From an optimization exercise on the open Yosys and OpenROAD flow, aimed at small area; shortcuts taken in it are not production practice.
RTL that was checked went through simulation tests only; none was proved equivalent to the original.
Power and IR drop assume default switching activity.

// alog_top
module alog_top (rstn, clk, buffer_2, buffer_3, reff, head_flag, dout, weight_2_in_0);
Size: ~8900 cells after synthesis, ~4100 flip-flops, roughly 0.12 mm2 of cells after synthesis.
clock: 12.0 ns
lec_check: 0
cap_margin: 20
core_margin: 2
core_utilization: 60
cts_cluster_diameter: 110
cts_cluster_size: 26
place_density: 0.7
slew_margin: 20
run.sh (not shown) runs the stock make flow with config.mk's settings and CLKGATE_MAP_FILE= SYNTH_SCRIPT=/design/flow/synth_recipe.tcl, a recipe that flattens the netlist after the stock synthesis.
Next try:
CTS_CLUSTER_DIAMETER = 80   (was 110)
CTS_CLUSTER_SIZE = 24   (was 26)
- The changed run passed the timing, DRC and antenna checks
- power increases by 2.0%
- via count came out higher by 0.61%
- final cell count hardly moves
- cell area rose by 0.44%
- global-route usage rises by 0.15 points
- routed wire length climbs by 0.69%
- count of clock-buffer cells in the layout went up by 6
- die area is unchanged
Next try:
CTS_CLUSTER_DIAMETER = 90   (was 80)
CTS_CLUSTER_SIZE = 25   (was 24)
Outcome: The new run ran to the end with no violations; wire length hardly moves; total power shrinks by 0.67%; sequential power hardly moves; maximum frequency grows by 0.31%; non-clock buffer count is unchanged; worst setup slack gains 0.033 ns.


## the baseline
Another version of the RTL of alog_top (not shown whole).
Size in the first run: roughly 9300 cells after synthesis, about 91 I/O pins.
## alog_top
module alog_top (rstn, clk, buffer_2, buffer_3, reff, head_flag, dout, weight_2_in_0);
clock: 12.0 ns
lec_check: 0
cap_margin: 20
core_margin: 2
core_utilization: 60
cts_cluster_diameter: 80
cts_cluster_size: 30
place_density: 0.7
slew_margin: 20
The flow completed for the baseline, but it is not clean: the layout still shows antenna rules.
[inputs] the candidate vs the baseline
diff --git a/flow/config.mk b/flow/config.mk
--- a/flow/config.mk
+++ b/flow/config.mk
@@ -10,4 +10,4 @@
 export CORE_UTILIZATION = 60
-export CTS_CLUSTER_DIAMETER = 80
-export CTS_CLUSTER_SIZE = 30
+export CTS_CLUSTER_DIAMETER = 60
+export CTS_CLUSTER_SIZE = 24
 export PLACE_DENSITY = 0.7
Notes after the runs:
- Global-route usage (the candidate over the baseline): increase, 0.47 points
- Changes observed in the candidate relative to the baseline: via count increased 596, number of buffers added by the clock tree synthesis step went up by 43, power increased about 4%.
- The candidate completed every stage of the flow, and the final layout passed the timing, DRC and antenna checks.
- Worst-case setup margin in the final layout: the candidate vs the baseline up 0.078 ns
- Summary of the comparison: share of the cycle needed by the critical path after routing is lower in the candidate, relative to the baseline.
- | share of layout cells above drive strength 1 | the candidate vs the baseline | 0.54 points higher |
- The candidate — relative contribution of the clock network to total power 2.6 points higher, the baseline as reference
- Post-detailed-routing wire length in the candidate is 1.7% above the baseline.
No run of this note included a check of the RTL's function; only the layout flow was run.


alog_top, a different RTL version from the one above (not shown whole).
Size in the first run: ~11000 cells after synthesis, roughly 4100 flip-flops, about 91 I/O pins.
export LEC_CHECK = 0
export CAP_MARGIN = 20
export CORE_MARGIN = 2
export CORE_UTILIZATION = 60
export CTS_CLUSTER_DIAMETER = 80
export CTS_CLUSTER_SIZE = 30
export PLACE_DENSITY = 0.7
export SLEW_MARGIN = 20
create_clock -name core_clock -period 12.0 [get_ports {clk}]
The baseline finished with timing, DRC and antenna clean.
Next try:
- CTS_CLUSTER_DIAMETER: 80 -> not set
- CTS_CLUSTER_SIZE: 30 -> not set
Sequential power stays flat.
Worst setup slack improved by 55 ps.
Synthesized cell count is unchanged.
Cell area rose by about 4.7%.
Non-clock buffer count rose by 2.
No functional check of the RTL was part of any run of this note.


alog_top, a different RTL version from the one above (not shown whole).
Size: ~9100 cells after synthesis, roughly 4100 flip-flops, about 91 I/O pins.
==> flow/config.mk <==
export PLATFORM = sky130hd
export DESIGN_NAME = alog_top
export DESIGN_NICKNAME = alog_top
export VERILOG_FILES = /design/flow/design.v
export SDC_FILE = /design/flow/constraint.sdc
export NUM_CORES = 4
export LEC_CHECK = 0
export CAP_MARGIN = 20
export CORE_MARGIN = 2
export CORE_UTILIZATION = 70
export CTS_CLUSTER_DIAMETER = 60
export CTS_CLUSTER_SIZE = 24
export PLACE_DENSITY = 0.8
export SLEW_MARGIN = 20
==> flow/constraint.sdc <==
create_clock -name core_clock -period 12.0 [get_ports {clk}]
set_input_delay 2.4000 -clock core_clock [delete_from_list [all_inputs] [get_ports {clk}]]
set_output_delay 2.4000 -clock core_clock [all_outputs]
set_load 0.01 [all_outputs]
The baseline produced a clean layout.
Edit:
- CORE_UTILIZATION: 70 -> 60
- PLACE_DENSITY: 0.8 -> 0.7
Outcome: The new run passed the timing, DRC and antenna checks; clock power rose by about 1%; global-route usage fell by 11 points; setup slack is better by 0.63 ns; via count fell by 8.9%; utilization fell by 11 points; critical path depth fell by 2; wire length fell by 17%; die area rose by 17%; power rose by 0.36%.


== run A ==
alog_top, a different RTL version from the one above (not shown whole).
Size: roughly 4,100 flip-flops, roughly 91 I/O pins, about 120,000 um2 of cells after synthesis.
Design alog_top, start of the top module:
module alog_top (rstn, clk, buffer_2, buffer_3, reff, head_flag, dout, weight_2_in_0);
Settings: LEC_CHECK=0, CAP_MARGIN=5, CORE_MARGIN=2, CORE_UTILIZATION=60, CTS_CLUSTER_DIAMETER=60, CTS_CLUSTER_SIZE=24, PLACE_DENSITY=0.7, SLEW_MARGIN=5; clock period 12.0 ns.
Run A was carried through to the last stage, and its layout satisfied the timing, DRC and antenna checks.
Inputs modified between run A and run B:
- CTS_CLUSTER_SIZE now 28, was 24
- CTS_CLUSTER_DIAMETER now 45, was 60
- CAP_MARGIN now 20, was 5
- SLEW_MARGIN now 20, was 5
--- outcome ---
On worst setup margin, run B does worse than run A. Register fraction of the total cell area: run B < run A. In run B, the headroom to the max-slew limit came out 1.6 points below the value in run A. [run B vs run A] number of buffers inserted during clock tree synthesis: higher in run B. Relative to run A, clock-buffer cell count has gone up in run B. Compared with run A, run B shows a overall power of the completed layout that is about 18% higher. The final reports for run B and run A show minimum clock period higher in the former. The flow did not stop early for run B: all stages ran, and the layout cleared the timing, DRC and antenna checks. Compared with run A, in run B post-route non-filler standard cell count rose by about 2.2%, met3 layer usage reported by global route saw an increase, synthesized cell count ~0 delta.

## separate check: timing with driven ports
The flow's constraints put no driver on any port. The routed layouts listed below were extracted and timed again, unchanged, in two steps. Step 1 assumes that a clkbuf_16 drives the clock port and a buf_2 every other input. Step 2, shift: input delay + t, output delay - t, t = (earliest + latest rising clock arrival at the registers) / 2. This alone moves slack from input paths to output paths. Slacks: ideal ports / drivers / drivers and shift; pairs: ideal ports / drivers.
run	t (ns)	setup WS [ns]	clock arrival spread, ns	pins driven straight from the clock port
the first run of note 1	0.931	1.379 / 1.379 / 1.379	0.069 / 0.070	1
the second run of note 1	0.953	1.449 / 1.449 / 1.449	0.076 / 0.076	1
the third run of note 1	0.947	1.482 / 1.482 / 1.482	0.078 / 0.078	1
the baseline	0.927	1.188 / 1.188 / 1.188	0.090 / 0.090	1
the candidate	0.960	1.266 / 1.266 / 1.266	0.070 / 0.070	1
the first run of note 3	0.950	0.714 / 0.714 / 0.714	0.112 / 0.113	1
the second run of note 3	1.038	0.770 / 0.770 / 0.770	0.157 / 0.157	1
the first run of note 4	1.010	0.456 / 0.456 / 0.456	0.102 / 0.103	1
the second run of note 4	0.977	1.083 / 1.083 / 1.083	0.102 / 0.103	1
run A	0.960	1.253 / 1.253 / 1.253	0.084 / 0.083	1
run B	1.012	1.222 / 1.222 / 1.222	0.120 / 0.120	1
